This is an optimization exercise on Yosys and OpenROAD, whose aim is small area, a short achievable clock period and few clock cycles, not a production implementation.
Only simulation tests tie the RTL to the original design; equivalence was not proved.
Power and IR drop assume default switching activity.

$ cat design/flow/design.v
module cpu(clk,reset,read_data,out,N,V,Z,mem_cmd,mem_addr);
input clk, reset;
input [15:0] read_data;
output reg [1:0] mem_cmd;
output reg [8:0] mem_addr;
output reg [15:0] out;
output reg N, V, Z;
reg        c_fetch;    
reg        d_valid;    
reg        halted;
reg  [8:0] fpc;        
reg  [8:0] xpc;        
reg        smc;        
reg        ld1_v, ld2_v;
reg  [2:0] ld1_rd, ld2_rd;
reg        e_valid;    
reg        e_haz;      
reg        e_ldw;      
reg        e_wr;       
reg  [2:0] e_wa;
reg        e_pass;     
reg  [1:0] e_op;       
reg        e_cmp, e_ldr, e_str, e_halt;
reg  [4:0] e_imm5;
reg [15:0] a, b;
wire flush = (e_valid & e_haz) | smc;
wire exec  = e_valid & ~flush & ~halted;
wire [15:0] sum = a + (b ^ {16{e_op[0]}}) + {15'b0, e_op[0]};
reg  [15:0] res;
always @(*) begin
  if (e_pass) res = b;
  else case (e_op)
    2'b10: res = a & b;
    2'b11: res = ~b;
    default: res = sum;
  endcase
end
wire [8:0] ea = a[8:0] + {{4{e_imm5[4]}}, e_imm5};
wire       we_x = exec & e_wr;
wire       we   = we_x | e_ldw;
wire       mem_x = exec & (e_ldr | e_str);
reg  [15:0] rf [0:7];
integer k;
always @(posedge clk)
  for (k = 0; k < 8; k = k + 1)
    if (we && e_wa == k) rf[k] <= res;
always @(posedge clk) begin
  if (exec & e_cmp) begin
    Z <= (sum == 16'b0);
    N <= sum[15];
    V <= (a[15] ^ b[15]) & (sum[15] ^ a[15]);
  end
end
wire [15:0] ir = read_data;
wire is_ldr  = ~ir[15];                         
wire is_str  = ~(ir[14] | ir[13]);              
wire is_mem  = is_ldr | is_str;
wire is_halt = ir[15] & ir[14] & ir[13];        
wire is_mov  = ir[14] & ~ir[13];                
wire is_alu  = ~ir[14] & ir[13];                
wire is_movi = is_mov & ir[12];
wire use_rn  = is_mem | (is_alu & ~(ir[12] & ir[11]));
wire use_rm  = (is_mov & ~ir[12]) | is_alu;
wire [2:0] rn = ir[10:8], rd = ir[7:5], rm = ir[2:0];
wire [2:0] rb = is_str ? rd : rm;
wire [1:0] sh = is_mem ? 2'b00 : ir[4:3];
function [15:0] shf;
  input [15:0] x;
  input [1:0] s;
  case (s)
    2'b00: shf = x;
    2'b01: shf = {x[14:0], 1'b0};
    2'b10: shf = {1'b0, x[15:1]};
    default: shf = {x[15], x[15:1]};
  endcase
endfunction
function pend;
  input [2:0] r;
  pend = (e_valid & e_ldr & (e_wa == r)) | (ld1_v & (ld1_rd == r));
endfunction
wire haz_d = (use_rn & pend(rn)) | (use_rm & pend(rm)) | (is_str & pend(rd));
wire fwd_a = we & (e_wa == rn);
wire fwd_b = we & (e_wa == rb);
wire [15:0] a_d = fwd_a ? res : rf[rn];
wire [15:0] b_sh = shf(fwd_b ? res : rf[rb], sh);
wire [15:0] b_d = ld2_v ? read_data : is_movi ? {{8{ir[7]}}, ir[7:0]} : b_sh;
always @(posedge clk) begin
  a <= a_d;
  b <= b_d;
  e_haz  <= haz_d;
  e_wr   <= is_mov | (is_alu & ~(~ir[12] & ir[11]));
  e_wa   <= ld2_v ? ld2_rd : is_movi ? rn : rd;
  e_pass <= ld2_v | is_mov;
  e_op   <= ir[12:11];
  e_cmp  <= is_alu & ~ir[12] & ir[11];
  e_ldr  <= is_ldr;
  e_str  <= is_str;
  e_halt <= is_halt;
  e_imm5 <= ir[4:0];
  ld1_rd <= e_wa; ld2_rd <= ld1_rd;
end
wire [8:0] xpc1 = xpc + 9'd1;
always @(posedge clk) out <= b;
always @(posedge clk) begin
  if (reset) begin
    mem_cmd <= 2'b01; mem_addr <= 9'd0; c_fetch <= 1'b1;
    fpc <= 9'd1; xpc <= 9'd0;
    d_valid <= 1'b0; e_valid <= 1'b0; e_ldw <= 1'b0; halted <= 1'b0; smc <= 1'b0;
    ld1_v <= 1'b0; ld2_v <= 1'b0;
  end else begin
    d_valid <= c_fetch & ~flush;
    e_valid <= d_valid & ~flush;
    smc     <= mem_x & e_str & ((ea[8:6] == xpc[8:6]) | (&xpc[5:1] & (ea[8:6] == xpc[8:6] + 3'd1)));
    if (exec) xpc <= xpc1;
    ld1_v <= mem_x & e_ldr;
    ld2_v <= ld1_v & ~(we_x & (e_wa == ld1_rd));
    e_ldw <= ld2_v & ~(we_x & (e_wa == ld2_rd));
    if (halted | (exec & e_halt)) begin
      halted <= 1'b1; mem_cmd <= 2'b00; c_fetch <= 1'b0;
    end else if (flush) begin
      mem_cmd <= 2'b01; mem_addr <= xpc; c_fetch <= 1'b1; fpc <= xpc1;
    end else if (mem_x) begin
      mem_cmd <= e_str ? 2'b10 : 2'b01; mem_addr <= ea; c_fetch <= 1'b0;
    end else begin
      mem_cmd <= 2'b01; mem_addr <= fpc; c_fetch <= 1'b1; fpc <= fpc + 9'd1;
    end
  end
end
endmodule
$ cat design/flow/run.sh
#!/bin/bash
# synth_recipe.tcl (not shown) runs the flow's synth.tcl, then flattens the netlist and writes it again
# the make line also repeats each setting of config.mk as NAME=value (left out here)
make -C /OpenROAD-flow-scripts/flow DESIGN_CONFIG=/design/flow/config.mk WORK_HOME=/design/flow/orfs CLKGATE_MAP_FILE= SYNTH_SCRIPT=/design/flow/synth_recipe.tcl finish
$ cat design/flow/config.mk
export PLATFORM = sky130hd
export DESIGN_NAME = cpu
export DESIGN_NICKNAME = cpu
export VERILOG_FILES = /design/flow/design.v
export SDC_FILE = /design/flow/constraint.sdc
export NUM_CORES = 4
export LEC_CHECK = 0
export ABC_AREA = 1
export CAP_MARGIN = 20
export CORE_MARGIN = 2
export CORE_UTILIZATION = 50
export CTS_CLUSTER_DIAMETER = 100
export CTS_CLUSTER_SIZE = 25
export PLACE_DENSITY = 0.62
export SETUP_SLACK_MARGIN = 3.25
export SLEW_MARGIN = 20
$ cat design/flow/constraint.sdc
create_clock -name core_clock -period 6.0 [get_ports {clk}]
set_input_delay 1.2000 -clock core_clock [delete_from_list [all_inputs] [get_ports {clk}]]
set_output_delay 1.2000 -clock core_clock [all_outputs]
set_load 0.01 [all_outputs]
==> results of run 1 <==
## cells in the final DEF (no fill, tap or decap), drive strengths merged, types with 2 or more instances in the layout
master / synthesis / final
o31ai: 2 / 2
o311ai: 2 / 2
xor2: 47 / 47
o21bai: 4 / 4
o221ai: 6 / 6
o2111ai: 3 / 3
nand4: 13 / 13
nand3b: 2 / 2
clkbuf: 36 / 26
dfxtp: 108 / 108
or2: 14 / 14
nand3: 96 / 96
nor4: 15 / 15
ha: 28 / 28
a21oi: 85 / 85
nor2: 157 / 157
buf: 23 / 67
inv: 222 / 216
edfxtp: 131 / 131
a22oi: 2 / 2
fa: 2 / 2
o211ai: 13 / 13
nor3: 9 / 9
clkinvlp: 0 / 10
a21boi: 2 / 2
xnor2: 13 / 13
a31oi: 20 / 20
nand2: 316 / 317
o22ai: 73 / 73
a41oi: 9 / 9
o32ai: 5 / 5
o21ai: 90 / 90
clkdlybuf4s50: 0 / 36
clkinv: 3 / 5
## routing by layer
metal	track usage, %	routed length [um]	vias up
li1	-	-	5389
met1	38.3	16400	5401
met2	47.1	18500	567
met3	4.75	3520	128
met4	10.2	1770	0
met5	0	0	-
## worst paths after layout
kind / from / to
worst min register to register: b[12] / out[12]
worst max register to register: e_op[0] / a[12]
worst min-delay path: b[12] / out[12]
worst max-delay path: read_data[14] / b[14]
## sequential cells by signal (all words and copies together) (netlist names), 3 cells and up
name,flops
rf,128
a,16
b,16
out,16
fpc,9
mem_addr,9
xpc,9
e_imm5,5
e_wa,3
ld1_rd,3
ld2_rd,3
## synthesized netlist by cell type (4+ instances only)
library cell / n / area, um^2
or2_2: 11 / 68.8
nand3_4: 5 / 87.6
nand2_1: 310 / 1160
nor3_1: 9 / 45.0
clkbuf_1: 35 / 131
o22ai_1: 73 / 457
a41oi_1: 9 / 78.8
nand4_1: 13 / 81.3
edfxtp_1: 131 / 3930
o32ai_1: 5 / 43.8
o21ai_2: 4 / 35.0
nor4_1: 15 / 93.8
inv_2: 5 / 18.8
o221ai_1: 6 / 52.6
nor2_1: 152 / 571
o211ai_1: 13 / 97.6
nand2_2: 5 / 31.3
nand3_1: 89 / 445
xnor2_1: 13 / 114
a21oi_1: 84 / 420
o21ai_1: 11 / 55.1
a31oi_1: 20 / 125
o21ai_0: 72 / 360
xor2_1: 47 / 412
inv_1: 215 / 807
dfxtp_1: 108 / 2160
buf_6: 6 / 67.6
ha_1: 28 / 350
o21bai_1: 4 / 30.0
buf_2: 11 / 55.1
## power by group through the flow
stage	registers (mW)	clock network (mW)	logic, mW
floorplan	1.99	0	0.722
global placement	2.02	0	1.04
detailed placement	2.02	0	1.05
CTS	1.99	1.01	1.14
global route	2.00	1.06	1.40
finish	1.99	0.992	1.28
## critical path, stage by stage
cell     delay (ps)
buf_8           110
nor2_4          110
buf_12          150
buf_8           120
nand2_2          60
o21ai_4         120
nand3_4         290
o21ai_0         340
nor2_1           90
nand2_1          70
nand3_1         160
nand2_2         140
nand2_1          50
nand2_1          70
nand2_1          40
nand2_1          60
nand2_1          50
nand2_1          50
## area by class of cell
class | instances | area [um^2] | share of cell area, %
clock buffers | 19 | 379 | 2.50
clock inverters | 2 | 16.3 | 0.107
inverters | 225 | 903 | 5.96
multi-input cells | 1034 | 6140 | 40.5
flip-flops and latches | 239 | 6100 | 40.2
well taps | 330 | 413 | 2.72
repair buffers | 113 | 1180 | 7.81
repair inverters | 4 | 25.0 | 0.165
## logic make-up after synthesis
group | count (synthesis) | share of synthesized area, %
simple gates | 624 | 21.2
compound gates | 319 | 15.1
buf+inv | 284 | 8.98
flops | 239 | 47.6
xor+xnor | 60 | 4.11
fa+ha+maj | 30 | 3.05
## timing repair
action / in CTS / in global routing
buffers inserted: 33 / 14
endpoints found under the setup margin: 131 / 79
resized for setup: 106 / 112
hold endpoints to repair: 0 / 0
pin swaps: 21 / 37
gates cloned: 3 / 7
## stage by stage
step / hold slack (ps) / worst slack, ps
6_report: 401 / 3130
5_1_grt: 404 / 2990
4_1_cts: 398 / 3240
3_5_place_dp: 383 / 1400
3_3_place_gp: 381 / 1480
2_1_floorplan: 329 / 2880
==> results.yml, run 1 <==
die:
  rows: 58
  die-width_um: 164
  die-area_mm2: 0.0269
  start_util_pct: 50.8
  ioPinCount: 48
  die_h_um: 164
  coreArea_mm2: 0.0252
setup_path:
  critPathKind: "primary input to register"
  end_kind: "register"
  cp_max_fo: 13
  startpoint_type: "primary input"
  reg2reg_depth: 13
  worstPathRequired_ps: 6440
  crit_arrival_ps: 3310
  r2r_slack_ps: 3360
power_and_ir_drop:
  peakVddDrop_v: 0.000283
  power_frac_clock_pct: 23.3
  power.density_mw_per_mm2: 281
  p_leak_nw: 6.41
  power.total_mw: 4.27
  p_int_mw: 2.81
  comb_power_share_pct: 30.0
  p_switching_mw: 1.46
  switching_share_pct: 34.2
  p_seq_share_pct: 46.7
flow_run:
  max_cap_viol_count: 0
synthesis:
  synth.cell_area_mm2: 0.0128
  synth-warning-count: 2
  async_flop_share_pct: 0
  syn_inst: 1556
  ys.flop_type: "edfxtp_1"
  ys_seq_area_share_pct: 47.6
  synth.distinct_cells: 56
  synth_nets: 1604
  avgSynthCellArea_um2: 8.23
  ys_ff_latch: 239
  synth-edff-count: 131
placed_design:
  portBuffers: 47
  placed_cells: 1888
  postPlaceCellArea_mm2: 0.0135
  dp_hpwl_um: 26500
  gp_congestion: 0.942
sta:
  setup_viol: 0
  hold_violations: 0
  grt_setup_unrepaired: "true"
  post-route-period-util_pct: 47.8
  worstMarginPinSlew_ps: 942
  slew_viol_final: 0
  period_minus_slack_ps: 2870
  worst_clock_skew_ps: 26.1
  fin_tns_setup_ps: 0
  fmax_ghz: 0.348
  max_slew_margin_pct: 37.0
finish:
  fin_nets: 1678
  drive_above_1_share_pct: 15.4
  postLayoutCoreUtil_pct: 60.2
  final_cells: 1966
  fill_cells: 2191
  diodes: 0
  final_cell_area_mm2: 0.0152
  syn_to_final_growth_pct: 18.5
clock_network:
  cts_tree: "yes"
  clock_sinks: 239
  clockRootBuffer: "clkbuf_16"
  clockBufferDepth: 3
  htree_levels: 1
  clk_pin_slew_ps: 100
  clock_latency_ps: 510
  ctsHoldBuffers: 0
  numCtsBuffers: 13
drt:
  viasPerCell: 5.84
  drt_wl_total_um: 40200
  vias: 11500
  wire_per_inst_um: 20.4
  firstDrtPassIters: 5
  ant_nets: 0
  drcViolationCount: 0
  first_iter_violations: 1415
global_routing:
  grt_pass1_wl_um: 58900
  grt_start_max_net_pins: 31
  grt.overflow.total: 0
  grt_pass1_vias: 10200
  antenna_found_initial: 0
  grt_util_all_layers_pct: 28.6
outcome:
  status: "no timing/DRC/antenna violations"
hold_path:
  hold-path-cell-count: 0
  timing.hold.worst.class: "register to register"
Testbench counts, summed over its fixed seeds: cycles 13,053.
==> run 2, diff against run 1 <==
--- a/design/flow/design.v
+++ b/design/flow/design.v
@@ -9,5 +9,4 @@
 reg        d_valid;    
 reg        halted;
-reg  [8:0] fpc;        
 reg  [8:0] xpc;        
 reg        smc;        
@@ -101,9 +100,11 @@
 end
 wire [8:0] xpc1 = xpc + 9'd1;
+wire [1:0] inflight = {1'b0, e_valid} + {1'b0, d_valid} + {1'b0, c_fetch};
+wire [8:0] nfa = xpc + {7'b0, inflight};
 always @(posedge clk) out <= b;
 always @(posedge clk) begin
   if (reset) begin
     mem_cmd <= 2'b01; mem_addr <= 9'd0; c_fetch <= 1'b1;
-    fpc <= 9'd1; xpc <= 9'd0;
+    xpc <= 9'd0;
     d_valid <= 1'b0; e_valid <= 1'b0; e_ldw <= 1'b0; halted <= 1'b0; smc <= 1'b0;
     ld1_v <= 1'b0; ld2_v <= 1'b0;
@@ -119,9 +120,9 @@
       halted <= 1'b1; mem_cmd <= 2'b00; c_fetch <= 1'b0;
     end else if (flush) begin
-      mem_cmd <= 2'b01; mem_addr <= xpc; c_fetch <= 1'b1; fpc <= xpc1;
+      mem_cmd <= 2'b01; mem_addr <= xpc; c_fetch <= 1'b1;
     end else if (mem_x) begin
       mem_cmd <= e_str ? 2'b10 : 2'b01; mem_addr <= ea; c_fetch <= 1'b0;
     end else begin
-      mem_cmd <= 2'b01; mem_addr <= fpc; c_fetch <= 1'b1; fpc <= fpc + 9'd1;
+      mem_cmd <= 2'b01; mem_addr <= nfa; c_fetch <= 1'b1;
     end
   end
==> design/flow/config.mk (replaced) <==
export PLATFORM = sky130hd
export DESIGN_NAME = cpu
export DESIGN_NICKNAME = cpu
export VERILOG_FILES = /design/flow/design.v
export SDC_FILE = /design/flow/constraint.sdc
export NUM_CORES = 4
export LEC_CHECK = 0
export ABC_AREA = 1
export CAP_MARGIN = 20
export CORE_MARGIN = 2
export CORE_UTILIZATION = 55
export PLACE_DENSITY = 0.65
export SETUP_SLACK_MARGIN = 3.5
export SLEW_MARGIN = 20
==> run 2 against run 1 <==
Net effect: maximum frequency up 5.5%; global-route usage up 5.3 points; clock skew down 14 ps; sequential share of layout area down 5.2 points; count of clock-buffer cells in the layout up 15; hold slack better by 7.6 ps; power up 23%; die area down 11%; largest cell class unchanged.
==> results.yml, run 2 <==
setup_path:
  cpPeakStageDelay_ps: 150
  crit_top_cell: "buf_12"
  r2r_slack_ps: 3330
  startpoint_type: "primary input"
  r2r-start: "e_op[1]"
  r2r-end: "b[1]"
  reg2reg_depth: 9
  cp_max_fo: 8
  crit_path_top_delay_cell: "buf_12"
  worstPathRequired_ps: 6430
  path_buf_inv: 7
  end_kind: "register"
  crit_arrival_ps: 3150
  cp_top_family: "simple AND/OR/NAND/NOR gates"
  critPathKind: "primary input to register"
  cp_cell_sequence: "buf_8 > nor2_4 > buf_12 > buf_12 > nand2_4 > o21ai_4 > buf_12 > buf_6 > nor2_4 > buf_12 > buf_16 > nand2_4 > o21ai_2 > nor2_1 > nand3_1 > nand3_2 > nand2_2 > nand2_1 > nand3_1 > nand2_1 > nand2_1"
clock_network:
  clockRootBuffer: "clkbuf_16"
  ctsHoldBuffers: 0
  clockBufferDepth: 3
  clock_sinks: 230
  htree_levels: 1
  cts_tree: "yes"
  numCtsBuffers: 26
  clk_pin_slew_ps: 60
  clock_latency_ps: 550
synthesis:
  synth.cell_area_mm2: 0.0125
  avgSynthCellArea_um2: 8.35
  synth-warning-count: 2
  ys_top_cells_by_area: "edfxtp_1 31%, dfxtp_1 16%, nand2_1 8.9%"
  synth_nets: 1550
  synth.distinct_cells: 58
  synth-edff-count: 131
  synth_largest_area_cell: "edfxtp_1"
  synth_top_area_share_pct: 31.4
  ys_ff_latch: 230
  syn_inst: 1499
  yosysMostFrequentCell: "nand2_1"
  ys.flop_type: "edfxtp_1"
  ys_seq_area_share_pct: 47.3
  async_flop_share_pct: 0
  netlist_top_cells_count: "298 x nand2_1, 206 x inv_1, 137 x nor2_1"
sta:
  setup_viol: 0
  fin_tns_setup_ps: 0
  setup_ws_ps: 3280
  max_slew_margin_pct: 28.6
  grt_setup_unrepaired: "true"
  slew_viol_final: 0
  fmax_ghz: 0.368
  period_minus_slack_ps: 2720
  worst_clock_skew_ps: 12.5
  worstMarginPinSlew_ps: 1070
  hold_violations: 0
  holdWs_ps: 408
  post-route-period-util_pct: 45.3
global_routing:
  grt_util_all_layers_pct: 34.0
  antenna_found_initial: 1
  grt_start_max_net_pins: 33
  grt.overflow.total: 0
  grt_pass1_wl_um: 62100
  grt_pass1_vias: 11000
drt:
  first_iter_violations: 1325
  drcViolationCount: 0
  ant_nets: 0
  viasPerCell: 6.08
  wire_per_inst_um: 22.5
  vias: 11900
  firstDrtPassIters: 6
  drt_wl_total_um: 43900
finish:
  largest_reg_flops: 128
  layout_common_cells: "225 x nand2_1, 183 x inv_1, 131 x edfxtp_1, 122 x nor2_1, 92 x dfxtp_1"
  syn_to_final_growth_pct: 35.4
  drive_above_1_share_pct: 27.8
  fin_nets: 1703
  postLayoutCoreUtil_pct: 75.3
  diodes: 0
  mostFrequentLayoutCell: "nand2_1"
  largest_register: "rf"
power_and_ir_drop:
  power.density_mw_per_mm2: 309
  peakVddDrop_v: 0.000360
  p_leak_nw: 7.15
placed_design:
  gp_congestion: 0.921
  dp_hpwl_um: 25800
  portBuffers: 47
  pre_cts_ws_ps: 1520
die:
  ioPinCount: 48
  die-area_mm2: 0.0240
  start_util_pct: 55.6
  die-width_um: 155
  rows: 55
  coreArea_mm2: 0.0225
  die_h_um: 155
hold_path:
  hold-path-cell-count: 0
  min_from: "b[14]"
  holdPathEnd: "out[14]"
  timing.hold.worst.class: "register to register"
flow_run:
  max_cap_viol_count: 0
outcome:
  status: "no timing/DRC/antenna violations"
## run 2: changes by cell type after synthesis, sizes merged, moves of 6 or more
cell    before  now
dfxtp      108   99
nor2       157  143
a221oi       1   15
inv        222  210
a41oi        9   15
nor3         9   16
o22ai       73   49
nand2      316  307
xor2        47   38
## run 2: power breakdown
part	leakage [nW]	switching, mW	internal [mW]
clock	0.413	0.644	0.910
sequential	2.01	0.117	1.82
combinational	4.73	1.03	0.709
total	7.15	1.79	3.44
## run 2: stage by stage
step,instances,instance area [um^2],power (mW)
after global placement,1788,13300,2.98
after CTS,1917,15800,4.79
final,1955,17000,5.23
after global routing,1955,17000,5.42
after detailed placement,1788,13300,2.99
after floorplan,1499,12600,2.64
## run 2: cells by family (layout without fill, tap and decap cells)
family	after synthesis	count (layout)	share of synthesized area [%]
AO/OA/AOI/OAI	311	311	15.4
XOR/XNOR	52	52	3.64
adder cells (fa/ha/maj)	33	33	3.54
buffers and inverters	271	438	8.98
flip-flops	230	230	47.3
AND/OR/NAND/NOR	602	606	21.2
## run 2: metal layers
| layer | GRT usage [%] | wire [um] | vias up |
|---|---|---|---|
| met2 | 56.4 | 20800 | 708 |
| met3 | 5.40 | 4140 | 168 |
| met5 | 0 | 0 | - |
| met4 | 17.5 | 2370 | 0 |
| li1 | - | - | 5398 |
| met1 | 43.3 | 16700 | 5606 |
## run 2: worst max path at each step
| stage | from | endpoint | slack, ps | depth (start not counted) |
|---|---|---|---|---|
| 2_1_floorplan | read_data[14] | b[10] | 3180 | 17 |
| 4_1_cts | read_data[13] | b[10] | 3340 | 21 |
| 3_3_place_gp | read_data[14] | b[14] | 1570 | 18 |
| 3_5_place_dp | read_data[14] | b[14] | 1520 | 18 |
| 5_1_grt | read_data[14] | b[10] | 3170 | 21 |
| 6_report | read_data[14] | b[11] | 3280 | 21 |
## run 2: timing repair
| action | in CTS | in global routing |
|---|---|---|
| cloned | 12 | 5 |
| pin swaps | 63 | 76 |
| buffers inserted | 71 | 33 |
| gates resized for setup | 255 | 200 |
| endpoints found under the setup margin | 315 | 241 |
## run 2: area by class of cell
class	count	area (um^2)
Timing Repair Buffer	172	1870
Timing Repair inverter	7	47.5
Inverter	213	858
Multi-Input combinational cell	1002	7050
Clock inverter	12	138
Fill cell	1560	5550
Clock buffer	34	701
Sequential cell	230	5930
Tap cell	285	357
Testbench counts of run 2, summed over its fixed seeds: cycles 13,053.
==> run 3, diff against run 2 <==
--- a/design/flow/config.mk
+++ b/design/flow/config.mk
@@ -9,6 +9,6 @@
 export CAP_MARGIN = 20
 export CORE_MARGIN = 2
-export CORE_UTILIZATION = 55
-export PLACE_DENSITY = 0.65
+export CORE_UTILIZATION = 45
+export PLACE_DENSITY = 0.6
 export SETUP_SLACK_MARGIN = 3.5
 export SLEW_MARGIN = 20
==> run 3 against run 2 <==
Net effect: still clean; register-to-register slack hardly changed; critical path depth is 2 lower; wire length is 1.3% lower; utilization is 13 points lower; count of clock-buffer cells in the layout is 5 lower; maximum frequency is 0.26% lower; hold slack better by 7.1 ps; design area is 0.80% higher; largest cell class unchanged; largest power group unchanged.
==> results.yml, run 3 <==
hold_path:
  hold-path-cell-count: 0
  timing.hold.worst.class: "register to register"
  holdPathEnd: "out[11]"
  min_from: "b[11]"
die:
  start_util_pct: 45.4
  rows: 61
  ioPinCount: 48
  die_h_um: 171
  coreArea_mm2: 0.0276
  die-area_mm2: 0.0292
  die-width_um: 171
setup_path:
  cp_top_family: "buffers and inverters"
  cpPeakStageDelay_ps: 160
  cp_max_fo: 8
  crit_top_cell: "buf_12"
  crit_arrival_ps: 3170
  startpoint_type: "primary input"
  r2r-end: "b[8]"
  end_kind: "register"
  reg2reg_depth: 17
  cp_cell_sequence: "buf_8 > nor2_4 > buf_12 > buf_12 > o21ai_4 > buf_12 > nand2_4 > nand2_4 > nor2_4 > nand3_4 > buf_12 > buf_12 > buf_4 > nand3_4 > nand2_2 > nand2_1 > nand3_2 > nand2_1 > nand2_1"
  crit_path_top_delay_cell: "nor2_4"
  r2r-start: "e_op[0]"
  r2r_slack_ps: 3330
  critPathKind: "primary input to register"
  path_buf_inv: 7
  worstPathRequired_ps: 6440
clock_network:
  cts_tree: "yes"
  clockBufferDepth: 3
  htree_levels: 1
  clock_sinks: 230
  clk_pin_slew_ps: 60
  numCtsBuffers: 27
  clockRootBuffer: "clkbuf_16"
  clock_latency_ps: 570
finish:
  diodes: 0
  layout_common_cells: "225 x nand2_1, 184 x inv_1, 131 x edfxtp_1, 122 x nor2_1, 93 x dfxtp_1"
  mostFrequentLayoutCell: "nand2_1"
  syn_to_final_growth_pct: 36.5
  largest_reg_flops: 128
  drive_above_1_share_pct: 28.4
  postLayoutCoreUtil_pct: 62.0
  largest_register: "rf"
  fin_nets: 1714
drt:
  vias: 11800
  drcViolationCount: 0
  firstDrtPassIters: 7
  ant_nets: 0
  wire_per_inst_um: 21.0
  viasPerCell: 5.73
  drt_wl_total_um: 43400
  first_iter_violations: 1342
sta:
  grt_setup_unrepaired: "true"
  period_minus_slack_ps: 2730
  worstMarginPinSlew_ps: 866
  slew_viol_final: 0
  worst_clock_skew_ps: 19.2
  fin_tns_setup_ps: 0
  hold_violations: 0
  max_slew_margin_pct: 42.2
  fmax_ghz: 0.367
  setup_viol: 0
  setup_ws_ps: 3270
  post-route-period-util_pct: 45.4
global_routing:
  grt_pass1_wl_um: 63800
  antenna_found_initial: 0
  grt_pass1_vias: 11100
  grt.overflow.total: 0
  grt_start_max_net_pins: 33
  grt_util_all_layers_pct: 28.9
placed_design:
  dp_hpwl_um: 26300
  gp_congestion: 0.913
  pre_cts_ws_ps: 1590
  portBuffers: 47
synthesis:
  synth_compound_area_share_pct: 15.4
  synth_largest_area_cell: "edfxtp_1"
  avgSynthCellArea_um2: 8.35
  synth-edff-count: 131
  ys_ff_latch: 230
  yosys.area_share.simple_pct: 21.2
  netlist_top_cells_count: "298 x nand2_1, 206 x inv_1, 137 x nor2_1"
  synth_top_family_by_area: "simple AND/OR/NAND/NOR gates"
  synthAdderAreaFrac_pct: 3.54
  synth_top_area_share_pct: 31.4
  syn_inst: 1499
  synth.distinct_cells: 58
  ys_seq_area_share_pct: 47.3
  yosysMostFrequentCell: "nand2_1"
  synth_xor_area_share_pct: 3.64
  ys_top_cells_by_area: "edfxtp_1 31%, dfxtp_1 16%, nand2_1 8.9%"
  synth_nets: 1550
  synth.cell_area_mm2: 0.0125
  async_flop_share_pct: 0
  ys.flop_type: "edfxtp_1"
  synth-warning-count: 2
  synthMuxAreaShare_pct: 0
power_and_ir_drop:
  peakVddDrop_v: 0.000207
  p_leak_nw: 7.16
  power.density_mw_per_mm2: 308
flow_run:
  max_cap_viol_count: 0
outcome:
  status: "no timing/DRC/antenna violations"
run 3: cell count changes in the layout (fill, tap and decap cells not counted), moves of 3 or more:
cell	before	now
buf_12	22	25
buf_4	70	86
buf_6	26	21
clkbuf_1	6	2
clkinv_4	1	5
nand2_2	47	60
nand2_4	33	21
nand3_1	59	62
nand3_2	18	21
nand3_4	19	14
o21ai_2	16	12
xor2_2	1	4
run 3: final cells by class:
cell class / instances / area (um^2)
Timing Repair inverter: 6 / 41.3
Multi-Input combinational cell: 1002 / 6950
Clock buffer: 29 / 683
Fill cell: 2249 / 10500
Tap cell: 378 / 473
Sequential cell: 230 / 5930
Timing Repair Buffer: 183 / 1940
Clock inverter: 21 / 216
Inverter: 213 / 851
run 3: repair_timing:
action                     CTS  global route
pin swaps                   61            65
hold buffers                 0             0
setup endpoints to repair  324           256
gates cloned                13             1
resized for setup          247           170
setup buffers               77            40
run 3: how the worst max path moves through the flow:
stage | start | endpoint | slack (ps) | cells past startpoint
2_1_floorplan | read_data[14] | b[10] | 3180 | 17
3_3_place_gp | read_data[14] | b[14] | 1600 | 18
3_5_place_dp | read_data[14] | b[14] | 1590 | 18
4_1_cts | read_data[13] | b[12] | 3340 | 19
5_1_grt | read_data[13] | b[5] | 3190 | 20
6_report | read_data[13] | b[8] | 3270 | 19
run 3: power breakdown:
group / internal, mW / switching (mW) / leakage, nW
sequential: 1.82 / 0.112 / 2.01
combinational: 0.692 / 0.975 / 4.72
clock: 0.963 / 0.702 / 0.441
run 3: kinds of logic (layout without fill, tap and decap cells):
| group | count (synthesis) | after routing |
|---|---|---|
| flip-flops | 230 | 230 |
| adder cells (fa/ha/maj) | 33 | 33 |
| AO/OA/AOI/OAI | 311 | 311 |
| XOR/XNOR | 52 | 52 |
| AND/OR/NAND/NOR | 602 | 606 |
| buffers and inverters | 271 | 452 |
run 3: metrics by stage:
stage	instances	instance area (um^2)	hold WS, ps	power, mW
after CTS	2021	16000	389	4.89
after global routing	2062	17100	415	5.47
after floorplan	1499	12600	329	2.64
after global placement	1881	13400	380	2.98
after detailed placement	1881	13400	382	2.99
final	2062	17100	416	5.27
run 3: metal layers:
metal	GRT usage [%]	routed length (um)
met5	0	0
met4	13.7	2460
met3	5.76	3790
met2	47.7	20200
met1	36.3	16900
==> run 4, diff against run 3 <==
--- a/design/flow/config.mk
+++ b/design/flow/config.mk
@@ -9,6 +9,8 @@
 export CAP_MARGIN = 20
 export CORE_MARGIN = 2
-export CORE_UTILIZATION = 45
-export PLACE_DENSITY = 0.6
-export SETUP_SLACK_MARGIN = 3.5
+export CORE_UTILIZATION = 55
+export CTS_CLUSTER_DIAMETER = 100
+export CTS_CLUSTER_SIZE = 25
+export PLACE_DENSITY = 0.65
+export SETUP_SLACK_MARGIN = 3.2
 export SLEW_MARGIN = 20
==> run 4 against run 3 <==
Net effect: combinational power down 25%; synthesized area stayed put; cell count is 9.0% lower.
==> results.yml, run 4 <==
finish:
  drive_above_1_share_pct: 17.1
  fill_cells: 1883
  fin_nets: 1637
  diodes: 0
  syn_to_final_growth_pct: 19.2
  largest_register: "rf"
  postLayoutCoreUtil_pct: 66.3
  mostFrequentLayoutCell: "nand2_1"
  layout_common_cells: "270 x nand2_1, 193 x inv_1, 131 x edfxtp_1, 131 x nor2_1, 98 x dfxtp_1"
  final_cell_area_mm2: 0.0149
  final_cells: 1876
  largest_reg_flops: 128
die:
  die-area_mm2: 0.0240
  ioPinCount: 48
  start_util_pct: 55.6
  rows: 55
  coreArea_mm2: 0.0225
  die_h_um: 155
  die-width_um: 155
synthesis:
  netlist_top_cells_count: "298 x nand2_1, 206 x inv_1, 137 x nor2_1"
  synth_largest_area_cell: "edfxtp_1"
  avgSynthCellArea_um2: 8.35
  synth.cell_area_mm2: 0.0125
  ys_ff_latch: 230
  synth_compound_area_share_pct: 15.4
  async_flop_share_pct: 0
  synthAdderAreaFrac_pct: 3.54
  synth_top_family_by_area: "simple AND/OR/NAND/NOR gates"
  synthMuxAreaShare_pct: 0
  synth-warning-count: 2
  ys_top_cells_by_area: "edfxtp_1 31%, dfxtp_1 16%, nand2_1 8.9%"
  synth_top_area_share_pct: 31.4
  yosysMostFrequentCell: "nand2_1"
  synth_nets: 1550
  yosys.area_share.simple_pct: 21.2
  synth.distinct_cells: 58
  ys.flop_type: "edfxtp_1"
  syn_inst: 1499
  synth-edff-count: 131
  ys_seq_area_share_pct: 47.3
  synth_xor_area_share_pct: 3.64
sta:
  max_slew_margin_pct: 46.6
  period_minus_slack_ps: 2790
  fmax_ghz: 0.359
  hold_violations: 0
  setup_ws_ps: 3210
  setup_viol: 0
  grt_setup_unrepaired: "true"
  worstMarginPinSlew_ps: 798
  slew_viol_final: 0
  holdWs_ps: 408
  worst_clock_skew_ps: 19.8
  fin_tns_setup_ps: 0
  post-route-period-util_pct: 46.5
global_routing:
  busiest_layer: "met2"
  met3_usage_pct: 4.74
  grt_pass1_vias: 10300
  grt_pass1_wl_um: 58600
  grt.overflow.total: 0
  grtUsageMet2_pct: 52.6
  grt_util_all_layers_pct: 31.7
  antenna_found_initial: 0
  met1_usage_pct: 42.1
  grt_start_max_net_pins: 27
setup_path:
  reg2reg_depth: 17
  worstPathRequired_ps: 6370
  end_kind: "register"
  crit_arrival_ps: 3160
  r2r-start: "e_op[0]"
  startpoint_type: "primary input"
  r2r_slack_ps: 3300
  cp_max_fo: 8
  critPathKind: "primary input to register"
  r2r-end: "a[14]"
clock_network:
  htree_levels: 1
  clockRootBuffer: "clkbuf_16"
  clock_sinks: 230
  cts_tree: "yes"
  numCtsBuffers: 13
  clk_pin_slew_ps: 100
  clock_latency_ps: 490
  clockBufferDepth: 3
power_and_ir_drop:
  power_frac_clock_pct: 23.1
  p_seq_share_pct: 46.3
  switching_share_pct: 33.9
  peakVddDrop_v: 0.000288
  power.density_mw_per_mm2: 276
  p_int_mw: 2.73
  comb_power_share_pct: 30.6
  power.total_mw: 4.12
  p_switching_mw: 1.40
  p_leak_nw: 6.26
placed_design:
  placed_cells: 1792
  portBuffers: 47
  gp_congestion: 0.912
  pre_cts_ws_ps: 1700
  postPlaceCellArea_mm2: 0.0132
  dp_hpwl_um: 25800
hold_path:
  holdPathEnd: "out[2]"
  timing.hold.worst.class: "register to register"
  hold-path-cell-count: 0
  min_from: "b[2]"
outcome:
  status: "no timing/DRC/antenna violations"
flow_run:
  max_cap_viol_count: 0
drt:
  viasPerCell: 5.89
  firstDrtPassIters: 5
  vias: 11000
  drt_wl_total_um: 38600
  drcViolationCount: 0
  wire_per_inst_um: 20.6
  ant_nets: 0
  first_iter_violations: 1093
## run 4: cell type report
type                            count  area, um^2  area share, %
Timing Repair inverter              3        20.0          0.134
Clock inverter                      3        25.0          0.168
Multi-Input combinational cell   1000        6100           40.9
Timing Repair Buffer              125        1300           8.73
Clock buffer                       17         362           2.42
Tap cell                          285         357           2.39
Sequential cell                   230        5920           39.7
Inverter                          213         841           5.63
## run 4: worst max-delay path by stage
stage             startpoint        to  slack [ps]  depth (start not counted)
2_1_floorplan        e_valid  rf[1][0]        2800                          9
3_3_place_gp   read_data[13]     b[14]        1730                         18
3_5_place_dp   read_data[13]     b[14]        1700                         18
4_1_cts              e_op[0]      b[8]        3190                         18
5_1_grt        read_data[13]     b[14]        3110                         21
6_report       read_data[13]     b[14]        3210                         18
## run 4: worst max-delay path, cell delays in order
cell and delay, ps:
buf_8 100, nor2_4 130, buf_12 140, buf_8 120, o21ai_4 70, buf_6 150, nand3_2 220, nor2_1 70
nor3_1 260, nand2_1 110, nand2_1 150, nand2_1 110, nand2_1 80, nand2_1 50, nand2_1 50, nand2_1 50
nand2_1 50, nand2_1 50
## run 4: power groups by stage
stage	Sequential (mW)	Combinational [mW]	Clock [mW]
floorplan	1.91	0.717	0
global placement	1.94	1.04	0
detailed placement	1.94	1.05	0
CTS	1.90	1.12	0.969
global route	1.92	1.38	1.02
finish	1.91	1.26	0.952
## run 4: logic make-up (layout without fill, tap and decap cells)
family,Yosys count,after routing
adders and majority gates,33,33
xor gates and xnor gates,52,52
and+or+nand+nor,602,604
DFF,230,230
AOI/OAI and AO/OA,311,311
buffers and inverters,271,361
## run 4: routing by layer
| metal | vias up | wire length, um |
|---|---|---|
| met4 | 0 | 1570 |
| met2 | 478 | 18400 |
| met3 | 101 | 3020 |
| met1 | 5221 | 15600 |
| met5 | - | 0 |
| li1 | 5243 | - |
## run 4: what timing repair did
| action | 4_1_cts | 5_1_grt |
|---|---|---|
| setup endpoints to repair | 275 | 123 |
| cloned | 6 | 2 |
| hold buffers | 0 | 0 |
| pin swaps | 15 | 23 |
| resized for setup | 94 | 110 |
| buffers inserted | 35 | 21 |
==> run 5, diff against run 4 <==
--- a/design/flow/config.mk
+++ b/design/flow/config.mk
@@ -13,4 +13,4 @@
 export CTS_CLUSTER_SIZE = 25
 export PLACE_DENSITY = 0.65
-export SETUP_SLACK_MARGIN = 3.2
+export SETUP_SLACK_MARGIN = 2.9
 export SLEW_MARGIN = 20
==> run 5 against run 4 <==
Net effect: clock power down 0.6%; wire length fell by 0.74%; first-iteration DRC count up 3.0%; sequential share of layout area up 2.1 points; register-to-register slack worse by 220 ps; count of clock-buffer cells in the layout increased by 2; critical endpoint is now a[13]; critical path depth shrank 11; worst setup slack got worse by 220 ps; hold slack got worse by 25 ps; power shrank 3.4%; highest routed layer unchanged; combinational power decreased by 11%; clock skew rose by 15 ps.
==> results.yml, run 5 <==
global_routing:
  grt.overflow.total: 0
  grt_pass1_vias: 10200
  grt_util_all_layers_pct: 31.6
  antenna_found_initial: 0
  grt_pass1_wl_um: 58100
  grt_start_max_net_pins: 30
sta:
  fmax_ghz: 0.333
  fin_tns_setup_ps: 0
  post-route-period-util_pct: 50.1
  hold_violations: 0
  period_minus_slack_ps: 3010
  slew_viol_final: 0
  setup_viol: 0
  worstMarginPinSlew_ps: 1160
  grt_setup_unrepaired: "true"
  max_slew_margin_pct: 22.6
  worst_clock_skew_ps: 34.8
drt:
  wire_per_inst_um: 20.7
  ant_nets: 0
  drt_wl_total_um: 38300
  first_iter_violations: 1126
  vias: 10900
  firstDrtPassIters: 5
  drcViolationCount: 0
  viasPerCell: 5.86
finish:
  largest_reg_flops: 128
  syn_to_final_growth_pct: 13.3
  layout_common_cells: "296 x nand2_1, 200 x inv_1, 133 x nor2_1, 131 x edfxtp_1, 97 x dfxtp_1"
  mostFrequentLayoutCell: "nand2_1"
  seqCellArea_mm2: 0.00592
  final_cell_area_mm2: 0.0142
  largest_register: "rf"
  fill_cells: 1959
  fin_nets: 1615
  diodes: 0
  multiInputGateArea_mm2: 0.00571
  drive_above_1_share_pct: 10.4
synthesis:
  synth_largest_area_cell: "edfxtp_1"
  netlist_top_cells_count: "298 x nand2_1, 206 x inv_1, 137 x nor2_1"
  yosysMostFrequentCell: "nand2_1"
  synth.distinct_cells: 58
  avgSynthCellArea_um2: 8.35
  syn_inst: 1499
  synth-edff-count: 131
  ys.flop_type: "edfxtp_1"
  synth.cell_area_mm2: 0.0125
  synth-warning-count: 2
  ys_seq_area_share_pct: 47.3
  synth_top_area_share_pct: 31.4
  async_flop_share_pct: 0
  ys_top_cells_by_area: "edfxtp_1 31%, dfxtp_1 16%, nand2_1 8.9%"
  synth_nets: 1550
  ys_ff_latch: 230
clock_network:
  cts_tree: "yes"
  ctsHoldBuffers: 0
  clockBufferDepth: 3
  clock_sinks: 230
  numCtsBuffers: 13
  clockRootBuffer: "clkbuf_16"
  htree_levels: 1
  clock_latency_ps: 500
  clk_pin_slew_ps: 110
setup_path:
  crit_arrival_ps: 3420
  critPathKind: "primary input to register"
  startpoint_type: "primary input"
  reg2reg_depth: 18
  cp_max_fo: 25
  end_kind: "register"
  worstPathRequired_ps: 6410
placed_design:
  gp_congestion: 0.915
  postPlaceCellArea_mm2: 0.0132
  dp_hpwl_um: 26100
  portBuffers: 47
flow_run:
  max_cap_viol_count: 0
die:
  coreArea_mm2: 0.0225
  start_util_pct: 55.6
  die-area_mm2: 0.0240
  die-width_um: 155
  die_h_um: 155
  ioPinCount: 48
  rows: 55
hold_path:
  timing.hold.worst.class: "register to register"
  hold-path-cell-count: 0
power_and_ir_drop:
  p_int_mw: 2.63
  switching_share_pct: 34.1
  p_leak_nw: 6.01
  power_frac_clock_pct: 23.7
  power.density_mw_per_mm2: 281
  comb_power_share_pct: 28.2
  p_switching_mw: 1.36
  peakVddDrop_v: 0.000269
  p_seq_share_pct: 48.1
outcome:
  status: "no timing/DRC/antenna violations"
==> run 5: worst max-delay path: stages <==
cell and delay, ps:
clkdlybuf4s50_1 450, buf_4 350, clkinvlp_4 300, nor3_4 440, buf_4 300, a221oi_1 110, a41oi_1 240
==> run 5: routing by layer <==
metal / up-vias / GRT usage (%) / share of wire, %
li1: 5205 / - / -
met1: 5097 / 42.6 / 42
met2: 471 / 53.1 / 47
met3: 103 / 3.87 / 7.5
met4: 0 / 11.2 / 3.5
met5: - / 0 / 0
==> run 5: cell type report <==
| class | count | area share (%) |
|---|---|---|
| clock buffer | 19 | 2.45 |
| clock inverter | 2 | 0.168 |
| inverter | 213 | 5.78 |
| multi-input combinational | 1000 | 40.3 |
| sequential | 230 | 41.7 |
| tap | 285 | 2.51 |
| timing repair buffer | 104 | 6.99 |
| timing repair inverter | 2 | 0.0882 |
==> run 5: per-stage QoR <==
step / worst slack, ps / total power, mW / cells / util (%) / hold WS (ps)
after floorplan: 2800 / 2.63 / 1499 / - / 329
final: 2990 / 3.98 / 1855 / 63.0 / 383
after global placement: 1670 / 2.97 / 1789 / 58.7 / 377
after CTS: 2900 / 3.95 / 1840 / 62.1 / 388
after global routing: 2860 / 4.17 / 1855 / 63.0 / 395
after detailed placement: 1630 / 2.99 / 1789 / 58.7 / 372
==> run 5: worst paths after layout <==
kind	start	slack (ps)	end
setup / recovery	read_data[8]	2990	a[13]
hold / removal	b[11]	380	out[11]
setup reg to reg	e_op[0]	3080	b[6]
hold reg to reg	b[11]	380	out[11]
==> run 5: cells by family (layout without fill, tap and decap cells) <==
logic type | Yosys count | after routing | synth area share [%]
AO/OA/AOI/OAI | 311 | 311 | 15.4
flip-flops | 230 | 230 | 47.3
buffers and inverters | 271 | 340 | 8.98
adder cells (fa/ha/maj) | 33 | 33 | 3.54
XOR/XNOR | 52 | 52 | 3.64
AND/OR/NAND/NOR | 602 | 604 | 21.2
==> run 5: timing repair <==
action | CTS | global route
gates resized for setup | 32 | 28
pin swaps | 10 | 6
cloned | 3 | 2
setup buffers | 27 | 13
endpoints found under the setup margin | 139 | 57
==> run 5: power by group through the flow <==
stage | registers, mW | logic (mW) | clock network [mW]
floorplan | 1.91 | 0.716 | 0
global placement | 1.95 | 1.02 | 0
detailed placement | 1.95 | 1.04 | 0
CTS | 1.91 | 1.08 | 0.958
global route | 1.92 | 1.24 | 1.00
finish | 1.91 | 1.12 | 0.946
==> run 6, diff against run 5 <==
--- a/design/flow/config.mk
+++ b/design/flow/config.mk
@@ -13,4 +13,5 @@
 export CTS_CLUSTER_SIZE = 25
 export PLACE_DENSITY = 0.65
-export SETUP_SLACK_MARGIN = 2.9
+export SETUP_SLACK_MARGIN = 3.3
 export SLEW_MARGIN = 20
+export TNS_END_PERCENT = 30
==> run 6 against run 5 <==
Net effect: still clean on timing, DRC and antenna; utilization up 5.6 points; power rose by 7.0%; sequential power barely moved; critical path depth rose by 9; worst setup slack gained 230 ps; count of clock-buffer cells in the layout did not move; synthesized area did not move; clock power about the same; maximum frequency rose by 8.1%; cell count up 3.1%; register-to-register slack improved by 270 ps; clock skew decreased by 3.7 ps; critical endpoint is now b[2]; largest cell class is now multi-input combinational cells; largest power group unchanged.
==> results.yml, run 6 <==
sta:
  worst_clock_skew_ps: 31.1
  fin_tns_setup_ps: 0
  post-route-period-util_pct: 46.3
  setup_ws_ps: 3220
  setup_viol: 0
  grt_setup_unrepaired: "true"
  hold_violations: 0
  worstMarginPinSlew_ps: 821
  max_slew_margin_pct: 45.2
  fmax_ghz: 0.360
  period_minus_slack_ps: 2780
  slew_viol_final: 0
synthesis:
  syn_inst: 1499
  avgSynthCellArea_um2: 8.35
  synth_largest_area_cell: "edfxtp_1"
  netlist_top_cells_count: "298 x nand2_1, 206 x inv_1, 137 x nor2_1"
  ys_ff_latch: 230
  synth.cell_area_mm2: 0.0125
  synth-warning-count: 2
  synth-edff-count: 131
  synth.distinct_cells: 58
  ys_seq_area_share_pct: 47.3
  async_flop_share_pct: 0
  ys_top_cells_by_area: "edfxtp_1 31%, dfxtp_1 16%, nand2_1 8.9%"
  synth_top_area_share_pct: 31.4
  ys.flop_type: "edfxtp_1"
  synth_nets: 1550
  yosysMostFrequentCell: "nand2_1"
placed_design:
  gp_congestion: 0.915
  pre_cts_ws_ps: 1630
  postPlaceCellArea_mm2: 0.0132
  portBuffers: 47
  dp_hpwl_um: 26100
global_routing:
  grt_pass1_wl_um: 60300
  grt.overflow.total: 0
  grt_pass1_vias: 10600
  grt_util_all_layers_pct: 32.9
  grt_start_max_net_pins: 27
  antenna_found_initial: 0
finish:
  mostFrequentLayoutCell: "nand2_1"
  fill_cells: 1781
  fin_nets: 1673
  final_cell_area_mm2: 0.0154
  layout_common_cells: "248 x nand2_1, 192 x inv_1, 131 x edfxtp_1, 129 x nor2_1, 95 x dfxtp_1"
  multiInputGateArea_mm2: 0.00636
  seqCellArea_mm2: 0.00592
  largest_reg_flops: 128
  syn_to_final_growth_pct: 23.3
  diodes: 0
  drive_above_1_share_pct: 21.5
  largest_register: "rf"
clock_network:
  clockRootBuffer: "clkbuf_16"
  numCtsBuffers: 13
  clockBufferDepth: 3
  cts_tree: "yes"
  clk_pin_slew_ps: 110
  clock_latency_ps: 500
  htree_levels: 1
  clock_sinks: 230
die:
  rows: 55
  ioPinCount: 48
  start_util_pct: 55.6
  coreArea_mm2: 0.0225
  die-area_mm2: 0.0240
  die_h_um: 155
  die-width_um: 155
power_and_ir_drop:
  p_leak_nw: 6.48
  peakVddDrop_v: 0.000270
  power.density_mw_per_mm2: 276
drt:
  firstDrtPassIters: 7
  first_iter_violations: 1341
  ant_nets: 0
  viasPerCell: 6.04
  drcViolationCount: 0
  vias: 11600
  wire_per_inst_um: 22.0
  drt_wl_total_um: 42000
setup_path:
  crit_arrival_ps: 3180
  critPathKind: "primary input to register"
  worstPathRequired_ps: 6400
  cp_max_fo: 8
  startpoint_type: "primary input"
  end_kind: "register"
hold_path:
  timing.hold.worst.class: "register to register"
outcome:
  status: "no timing/DRC/antenna violations"
flow_run:
  max_cap_viol_count: 0
==> run 6: stage by stage <==
| stage | util (%) | total power, mW | std cells | hold WS (ps) |
|---|---|---|---|---|
| 2_1_floorplan | - | 2.63 | 1499 | 329 |
| 3_3_place_gp | 58.7 | 2.97 | 1789 | 377 |
| 3_5_place_dp | 58.7 | 2.99 | 1789 | 372 |
| 4_1_cts | 64.1 | 4.00 | 1867 | 388 |
| 5_1_grt | 68.6 | 4.44 | 1913 | 396 |
| 6_report | 68.6 | 4.26 | 1913 | 385 |
==> run 6: cell type report <==
cell class                 instances  share of cell area, %
tap                              285                   2.31
clock buffer                      19                   2.25
sequential                       230                   38.4
multi-input combinational       1006                   41.2
timing repair inverter             5                  0.235
timing repair buffer             153                   10.1
inverter                         213                   5.43
clock inverter                     2                  0.154
==> run 6: critical path, stage by stage <==
cell and delay [ps]:
buf_8 100, nor2_4 140, buf_12 150, o21ai_4 70
buf_12 130, buf_12 140, nand3_4 160, inv_1 160
a21oi_2 180, nand3_1 110, o21ai_2 230, nand2_2 110
nand2_1 70, nand3_1 70, nor2_1 100, nor2_1 50
==> run 6: power by group <==
part	internal, mW	switching [mW]
combinational	0.540	0.856
clock	0.416	0.528
sequential	1.82	0.0995
==> run 6: metal layers <==
metal	routed length [um]	global-route usage [%]
met2	19300	54.2
met5	0	0
met4	2310	15.8
met3	3860	4.99
met1	16600	42.8
==> run 6: cell families (layout without fill, tap and decap cells) <==
logic type | after synthesis | in the layout | synth area share (%)
xor+xnor | 52 | 52 | 3.64
compound gates | 311 | 311 | 15.4
buf+inv | 271 | 392 | 8.98
fa+ha+maj | 33 | 33 | 3.54
flops | 230 | 230 | 47.3
simple gates | 602 | 610 | 21.2
==> run 6: repair_timing <==
action	4_1_cts	5_1_grt
gates resized for setup	114	159
pin swaps	27	66
hold buffers	0	0
gates cloned	8	8
setup endpoints to repair	285	230
setup buffers	49	38
==> run 6: path summary, 6_finish.rpt <==
path	cells past startpoint	endpoint	slack, ps	startpoint
worst max-delay path	16	b[2]	3220	read_data[14]
worst min-delay path	0	out[11]	380	b[11]
worst max register to register	15	Z	3350	e_op[0]
worst min register to register	0	out[11]	380	b[11]
==> run 7, diff against run 6 <==
--- a/design/flow/design.v
+++ b/design/flow/design.v
@@ -25,5 +25,28 @@
 wire flush = (e_valid & e_haz) | smc;
 wire exec  = e_valid & ~flush & ~halted;
-wire [15:0] sum = a + (b ^ {16{e_op[0]}}) + {15'b0, e_op[0]};
+function [15:0] add16;
+  input [15:0] x, y;
+  input cin;
+  reg [15:0] g, p, G, P, G2, P2;
+  integer l, i, j;
+  begin
+    g = x & y;
+    p = x ^ y;
+    G = g; P = p;
+    G[0] = g[0] | (p[0] & cin);
+    for (l = 0; l < 4; l = l + 1) begin
+      G2 = G; P2 = P;
+      for (i = 0; i < 16; i = i + 1)
+        if (i[l]) begin
+          j = ((i >> l) << l) - 1;
+          G2[i] = G[i] | (P[i] & G[j]);
+          P2[i] = P[i] & P[j];
+        end
+      G = G2; P = P2;
+    end
+    add16 = p ^ {G[14:0], cin};
+  end
+endfunction
+wire [15:0] sum = add16(a, b ^ {16{e_op[0]}}, e_op[0]);
 reg  [15:0] res;
 always @(*) begin
--- a/design/flow/config.mk
+++ b/design/flow/config.mk
@@ -13,5 +13,4 @@
 export CTS_CLUSTER_SIZE = 25
 export PLACE_DENSITY = 0.65
-export SETUP_SLACK_MARGIN = 3.3
+export SETUP_SLACK_MARGIN = 3.2
 export SLEW_MARGIN = 20
-export TNS_END_PERCENT = 30
==> run 7 against run 6 <==
Net effect: non-clock buffer count increased by 2; sequential share of layout area increased by 0.85 points; utilization increased by 0.78 points; critical path type is now register to register; hold slack got worse by 2.1 ps; synthesized cell count decreased by 4.9%; still clean on timing, DRC and antenna; global-route usage decreased by 0.91 points; die area decreased by 3.0%.
==> results.yml, run 7 <==
global_routing:
  grt_pass1_vias: 10300
  grt_start_max_net_pins: 26
  antenna_found_initial: 0
  grt_pass1_wl_um: 58100
  grt.overflow.total: 0
  grt_util_all_layers_pct: 32.0
die:
  ioPinCount: 48
  coreArea_mm2: 0.0218
  die_h_um: 153
  start_util_pct: 55.8
  rows: 54
  die-area_mm2: 0.0233
  die-width_um: 153
power_and_ir_drop:
  peakVddDrop_v: 0.000231
  p_leak_nw: 6.26
  power.density_mw_per_mm2: 283
  power.total_mw: 4.27
setup_path:
  startpoint_type: "register"
  cp_cell_sequence: "buf_4 > xor2_4 > ha_2 > nand2_1 > nor2_2 > nand3_2 > nand2_4 > fa_2 > or3_4 > nor4_4 > nand4_1 > a2111oi_2"
  r2r-end: "Z"
  critPathKind: "register to register"
  crit_path_top_delay_cell: "fa_2"
  crit_arrival_ps: 3450
  worstPathRequired_ps: 6300
  end_kind: "register"
  cpPeakStageDelay_ps: 440
  r2r-start: "e_op[0]"
  cp_max_fo: 6
  reg2reg_depth: 12
  r2r_slack_ps: 2850
  crit_path_start: "e_op[0]"
sta:
  max_slew_margin_pct: 48.2
  slew_viol_final: 0
  hold_violations: 0
  period_minus_slack_ps: 3150
  setup_viol: 0
  grt_setup_unrepaired: "true"
  fmax_ghz: 0.317
  worst_clock_skew_ps: 23.7
  fin_tns_setup_ps: 0
  worstMarginPinSlew_ps: 777
  post-route-period-util_pct: 52.5
synthesis:
  synth-warning-count: 2
  syn_inst: 1426
  synth_top_family_by_area: "simple AND/OR/NAND/NOR gates"
  synth_top_area_share_pct: 32.4
  synthMuxAreaShare_pct: 0
  netlist_top_cells_count: "259 x nand2_1, 193 x inv_1, 159 x nor2_1"
  ys_ff_latch: 230
  ys_seq_area_share_pct: 48.8
  ys_top_cells_by_area: "edfxtp_1 32%, dfxtp_1 16%, nand2_1 8.0%"
  async_flop_share_pct: 0
  synth_nets: 1478
  synth.cell_area_mm2: 0.0121
  synth-edff-count: 131
  yosysMostFrequentCell: "nand2_1"
  synth_largest_area_cell: "edfxtp_1"
  synth.distinct_cells: 53
  avgSynthCellArea_um2: 8.51
  yosys.area_share.simple_pct: 19.6
  ys.flop_type: "edfxtp_1"
  synthAdderAreaFrac_pct: 3.94
  synth_compound_area_share_pct: 15.5
  synth_xor_area_share_pct: 3.54
flow_run:
  max_cap_viol_count: 0
drt:
  wire_per_inst_um: 21.5
  vias: 11000
  drt_wl_total_um: 39400
  viasPerCell: 6.00
  ant_nets: 0
  drcViolationCount: 0
  firstDrtPassIters: 6
  first_iter_violations: 1285
finish:
  fin_nets: 1601
  syn_to_final_growth_pct: 24.4
  mostFrequentLayoutCell: "nand2_1"
  largest_register: "rf"
  drive_above_1_share_pct: 20.8
  multiInputGateArea_mm2: 0.00611
  layout_common_cells: "224 x nand2_1, 185 x inv_1, 148 x nor2_1, 131 x edfxtp_1, 98 x dfxtp_1"
  diodes: 0
  fill_cells: 1649
  seqCellArea_mm2: 0.00592
  largest_reg_flops: 128
placed_design:
  gp_congestion: 0.932
  portBuffers: 47
  dp_hpwl_um: 24400
clock_network:
  clock_sinks: 230
  cts_tree: "yes"
  numCtsBuffers: 13
  clock_latency_ps: 500
  clockRootBuffer: "clkbuf_16"
  clk_pin_slew_ps: 100
  clockBufferDepth: 3
  htree_levels: 1
  ctsHoldBuffers: 0
hold_path:
  holdPathEnd: "out[11]"
  timing.hold.worst.class: "register to register"
  min_from: "b[11]"
  hold-path-cell-count: 0
outcome:
  status: "no timing/DRC/antenna violations"
-- run 7: cell types whose count changed in the layout (fill, tap and decap cells not counted), moves of 7 or more --
cell	delta
o211ai_1	+10
nand2_2	-14
nand2_1	-24
inv_1	-7
nor2_1	+19
a41oi_1	-12
nand3_2	-16
buf_6	+8
-- run 7: timing repair --
| action | CTS | global route |
|---|---|---|
| gates cloned | 5 | 1 |
| resized for setup | 120 | 141 |
| pin swaps | 39 | 54 |
| endpoints found under the setup margin | 258 | 95 |
| buffers inserted | 56 | 32 |
-- run 7: worst max-delay path by stage --
stage	end	cells after the start
after floorplan	rf[1][0]	9
after global placement	b[13]	16
after detailed placement	b[14]	16
after CTS	Z	10
after global routing	Z	12
final	Z	12
-- run 7: area by class of cell --
cell class,instances,share of cell area (%)
Sequential cell,230,39.2
Timing Repair Buffer,155,10.2
Timing Repair inverter,2,0.0912
Inverter,205,5.29
Multi-Input combinational cell,942,40.5
Clock inverter,3,0.191
Tap cell,280,2.32
Clock buffer,15,2.27
-- run 7: critical path: cells and delay by family (launching register included) --
kind / cells / cell delay [ps]
simple gates: 7 / 1130
fa+ha+maj: 2 / 780
flops: 1 / 400
compound gates: 1 / 280
xor+xnor: 1 / 190
buf+inv: 1 / 170
-- run 7: through the flow --
stage | util [%] | std cells | setup slack, ps | hold WS (ps) | cell area (um^2)
6_report | 69.4 | 1832 | 2850 | 383 | 15100
5_1_grt | 69.4 | 1832 | 2680 | 395 | 15100
4_1_cts | 65.4 | 1799 | 2920 | 387 | 14200
3_5_place_dp | 59.3 | 1720 | 1660 | 373 | 12900
3_3_place_gp | 59.3 | 1720 | 1790 | 375 | 12900
2_1_floorplan | - | 1426 | 2840 | 349 | 12200
-- run 7: routing by layer --
layer | up-vias | track usage (%) | share of wire (%)
li1 | 5078 | - | -
met1 | 5149 | 43.1 | 40
met4 | 0 | 13.8 | 4.9
met5 | - | 0 | 0
met3 | 138 | 4.89 | 9.1
met2 | 628 | 51.7 | 46
-- run 7: report_power, final --
group | switching, mW | total [mW] | internal, mW
logic | 0.809 | 1.40 | 0.587
registers | 0.0997 | 1.92 | 1.82
clock network | 0.525 | 0.945 | 0.420
-- run 7: cells by family after synthesis --
logic type,count (synthesis)
simple gates,554
xor+xnor,49
compound gates,303
fa+ha+maj,34
buf+inv,256
flops,230
Testbench counts of run 7, summed over its fixed seeds: cycles 13,053.
==> run 8, diff against run 7 <==
--- a/design/flow/design.v
+++ b/design/flow/design.v
@@ -10,5 +10,4 @@
 reg        halted;
 reg  [8:0] xpc;        
-reg        smc;        
 reg        ld1_v, ld2_v;
 reg  [2:0] ld1_rd, ld2_rd;
@@ -23,4 +22,5 @@
 reg  [4:0] e_imm5;
 reg [15:0] a, b;
+wire smc   = mem_cmd[1] & ((mem_addr[8:6] == xpc[8:6]) | (&xpc[5:0] & (mem_addr[8:6] == xpc[8:6] + 3'd1)));
 wire flush = (e_valid & e_haz) | smc;
 wire exec  = e_valid & ~flush & ~halted;
@@ -69,5 +69,5 @@
 always @(posedge clk) begin
   if (exec & e_cmp) begin
-    Z <= (sum == 16'b0);
+    Z <= (a == b);
     N <= sum[15];
     V <= (a[15] ^ b[15]) & (sum[15] ^ a[15]);
@@ -130,10 +130,9 @@
     mem_cmd <= 2'b01; mem_addr <= 9'd0; c_fetch <= 1'b1;
     xpc <= 9'd0;
-    d_valid <= 1'b0; e_valid <= 1'b0; e_ldw <= 1'b0; halted <= 1'b0; smc <= 1'b0;
+    d_valid <= 1'b0; e_valid <= 1'b0; e_ldw <= 1'b0; halted <= 1'b0;
     ld1_v <= 1'b0; ld2_v <= 1'b0;
   end else begin
     d_valid <= c_fetch & ~flush;
     e_valid <= d_valid & ~flush;
-    smc     <= mem_x & e_str & ((ea[8:6] == xpc[8:6]) | (&xpc[5:1] & (ea[8:6] == xpc[8:6] + 3'd1)));
     if (exec) xpc <= xpc1;
     ld1_v <= mem_x & e_ldr;
--- a/design/flow/config.mk
+++ b/design/flow/config.mk
@@ -10,7 +10,5 @@
 export CORE_MARGIN = 2
 export CORE_UTILIZATION = 55
-export CTS_CLUSTER_DIAMETER = 100
-export CTS_CLUSTER_SIZE = 25
 export PLACE_DENSITY = 0.65
-export SETUP_SLACK_MARGIN = 3.2
+export SETUP_SLACK_MARGIN = 3.5
 export SLEW_MARGIN = 20
==> run 8 against run 7 <==
Net effect: power is 10% higher; sequential share of layout area shrank 2.3 points; hold slack better by 27 ps; cell count rose by 0.93%; synthesized cell count decreased by 1.8%; clock power is about 60% higher; critical endpoint is now b[4]; largest cell class unchanged; highest routed layer unchanged.
==> results.yml, run 8 <==
outcome:
  status: "no timing/DRC/antenna violations"
finish:
  fill_cells: 1586
  mostFrequentLayoutCell: "inv_1"
  postLayoutCoreUtil_pct: 73.9
  seqCellArea_mm2: 0.00592
  largest_reg_flops: 128
  syn_to_final_growth_pct: 32.6
  largest_register: "rf"
  diodes: 0
  drive_above_1_share_pct: 25.9
  multiInputGateArea_mm2: 0.00632
  fin_nets: 1617
  layout_common_cells: "182 x inv_1, 178 x nand2_1, 131 x edfxtp_1, 113 x nor2_1, 88 x dfxtp_1"
drt:
  vias: 11200
  firstDrtPassIters: 6
  drt_wl_total_um: 39500
  wire_per_inst_um: 21.4
  drcViolationCount: 0
  viasPerCell: 6.04
  ant_nets: 0
  first_iter_violations: 1137
die:
  die_h_um: 152
  die-width_um: 152
  rows: 54
  ioPinCount: 48
  coreArea_mm2: 0.0217
  die-area_mm2: 0.0232
  start_util_pct: 55.8
power_and_ir_drop:
  power.density_mw_per_mm2: 294
  peakVddDrop_v: 0.000269
  p_leak_nw: 6.69
sta:
  setup_viol: 0
  holdWs_ps: 410
  slew_viol_final: 0
  worstMarginPinSlew_ps: 785
  fmax_ghz: 0.336
  period_minus_slack_ps: 2980
  hold_violations: 0
  post-route-period-util_pct: 49.7
  worst_clock_skew_ps: 24.8
  fin_tns_setup_ps: 0
  max_slew_margin_pct: 47.1
  grt_setup_unrepaired: "true"
clock_network:
  clock_latency_ps: 540
  clockRootBuffer: "clkbuf_16"
  htree_levels: 1
  clock_sinks: 229
  numCtsBuffers: 25
  cts_tree: "yes"
  clockBufferDepth: 3
  clk_pin_slew_ps: 60
flow_run:
  max_cap_viol_count: 0
synthesis:
  yosysMostFrequentCell: "nand2_1"
  async_flop_share_pct: 0
  ys_ff_latch: 229
  synth.distinct_cells: 53
  synth_largest_area_cell: "edfxtp_1"
  avgSynthCellArea_um2: 8.64
  synth-warning-count: 2
  syn_inst: 1400
  ys_top_cells_by_area: "edfxtp_1 33%, dfxtp_1 16%, nand2_1 6.7%"
  synth-edff-count: 131
  ys_seq_area_share_pct: 48.8
  ys.flop_type: "edfxtp_1"
  netlist_top_cells_count: "217 x nand2_1, 204 x inv_1, 131 x edfxtp_1"
  synth.cell_area_mm2: 0.0121
  synth_top_area_share_pct: 32.5
  synth_nets: 1466
setup_path:
  critPathKind: "primary input to register"
  cpPeakStageDelay_ps: 270
  cp_cell_sequence: "buf_8 > nor2_4 > buf_12 > buf_8 > nand2_2 > o21ai_4 > nand3_2 > buf_6 > clkinvlp_4 > a21oi_1 > nand3_1 > o21ai_2 > nand2_1 > nand3_2 > nand2_2 > a21oi_2 > nor2_1"
  crit_path_top_delay_cell: "o21ai_2"
  crit_arrival_ps: 3400
  cp_max_fo: 8
  worstPathRequired_ps: 6420
  end_kind: "register"
  startpoint_type: "primary input"
placed_design:
  gp_congestion: 0.917
  portBuffers: 47
  dp_hpwl_um: 24800
global_routing:
  grt_pass1_wl_um: 58200
  grt.overflow.total: 0
  grt_util_all_layers_pct: 32.2
  antenna_found_initial: 1
  grt_pass1_vias: 10400
  grt_start_max_net_pins: 33
hold_path:
  timing.hold.worst.class: "register to register"
[run 8: cell types whose count changed in the layout (fill, tap and decap cells not counted), sizes merged, moves of 9 or more]
cell           change
ha                +14
nand3             +46
o22ai             +20
nor2              -37
clkdlybuf4s50     -30
nand2             -38
a221oi            -12
nand4             -11
clkinvlp          +10
dlygate4sd2       +31
clkbuf            +13
o221ai             +9
buf               +15
a21oi             -15
[run 8: per-layer routing]
metal | GRT usage, % | part of all wire, %
met3 | 7.31 | 9.6
met1 | 41.3 | 39
met2 | 52.8 | 47
met4 | 13.6 | 4.5
met5 | 0 | 0
[run 8: report_power, final]
part / total, mW / switching, mW / internal, mW / leakage, nW
sequential: 1.91 / 0.0962 / 1.81 / 2.00
clock: 1.51 / 0.627 / 0.879 / 0.376
combinational: 1.30 / 0.762 / 0.536 / 4.31
total: 4.71 / 1.48 / 3.22 / 6.69
[run 8: final timing paths]
kind / from / end / depth (start not counted) / slack, ps
setup / recovery: read_data[13] / b[4] / 17 / 3020
hold / removal: b[0] / out[0] / 0 / 410
setup reg to reg: e_op[0] / b[3] / 15 / 3150
hold reg to reg: b[0] / out[0] / 0 / 410
[run 8: through the flow]
| stage | cells | area, um^2 | setup slack [ps] | total power, mW |
|---|---|---|---|---|
| finish | 1849 | 16000 | 3020 | 4.71 |
| global route | 1849 | 16000 | 3010 | 4.90 |
| CTS | 1811 | 15300 | 3160 | 4.52 |
| detailed placement | 1695 | 13100 | 1750 | 2.83 |
| global placement | 1695 | 13100 | 1820 | 2.81 |
| floorplan | 1400 | 12400 | 3130 | 2.52 |
[run 8: final cells by class]
cell class                 instances  share of cell area, %
sequential                       229                   36.9
timing repair inverter             2                 0.0936
timing repair buffer             169                   10.9
inverter                         213                   5.52
multi-input combinational        911                   39.4
tap                              280                   2.18
clock buffer                      33                   4.22
clock inverter                    12                  0.726
[run 8: kinds of logic (layout without fill, tap and decap cells)]
| group | Yosys count | count (layout) | share of synthesized area (%) |
|---|---|---|---|
| AND/OR/NAND/NOR | 506 | 508 | 18.4 |
| flip-flops | 229 | 229 | 48.8 |
| adder cells (fa/ha/maj) | 48 | 48 | 5.40 |
| buffers and inverters | 262 | 429 | 8.55 |
| AO/OA/AOI/OAI | 310 | 310 | 15.6 |
| XOR/XNOR | 45 | 45 | 3.26 |
[run 8: what timing repair did]
action / in CTS / in global routing
setup endpoints to repair: 312 / 284
pin swaps: 62 / 45
buffers inserted: 65 / 37
resized for setup: 273 / 118
hold buffers: 0 / 0
gates cloned: 6 / 1
[run 8: critical path: cells and delay by family]
kind                   cells  cell delay [ps]
and+or+nand+nor            8              750
AOI/OAI and AO/OA          4              720
buffers and inverters      5              710
Testbench counts of run 8, summed over its fixed seeds: cycles 13,053.

## afterwards: timing with drivers on the ports
In the flow no input, the clock included, has a driving cell. The finished layouts below were timed again as built, in two steps. Step 1: set_driving_cell puts a clkbuf_16 on clk and a buf_2 on each other input, an assumption about the parent block. Step 2 times the ports against the registers' clock, not the clock port: input delays grow and output delays shrink by t, the midpoint of the rising clock arrivals with the driver on. a / b / c = no drivers / after step 1 / after step 2; a / b = the first two.
| run | shift t [ns] | setup slack, ns | worst slew at a driven data input, ns |
|---|---|---|---|
| run 1 | 0.539 | 3.130 / 3.138 / 2.599 | 0.05 |
| run 2 | 0.598 | 3.280 / 3.293 / 2.695 | 0.06 |
| run 3 | 0.607 | 3.273 / 3.283 / 2.675 | 0.05 |
| run 4 | 0.534 | 3.212 / 3.217 / 2.684 | 0.06 |
| run 5 | 0.530 | 2.995 / 3.016 / 2.487 | 0.04 |
| run 6 | 0.530 | 3.220 / 3.228 / 2.699 | 0.05 |
| run 7 | 0.539 | 2.848 / 2.848 / 2.635 | 0.04 |
| run 8 | 0.577 | 3.020 / 3.017 / 2.439 | 0.06 |
After both steps every run listed still meets setup and hold. For run 3, which loses most, drivers alone change the setup slack by +0.010 ns; drivers and shift together by -0.598 ns.
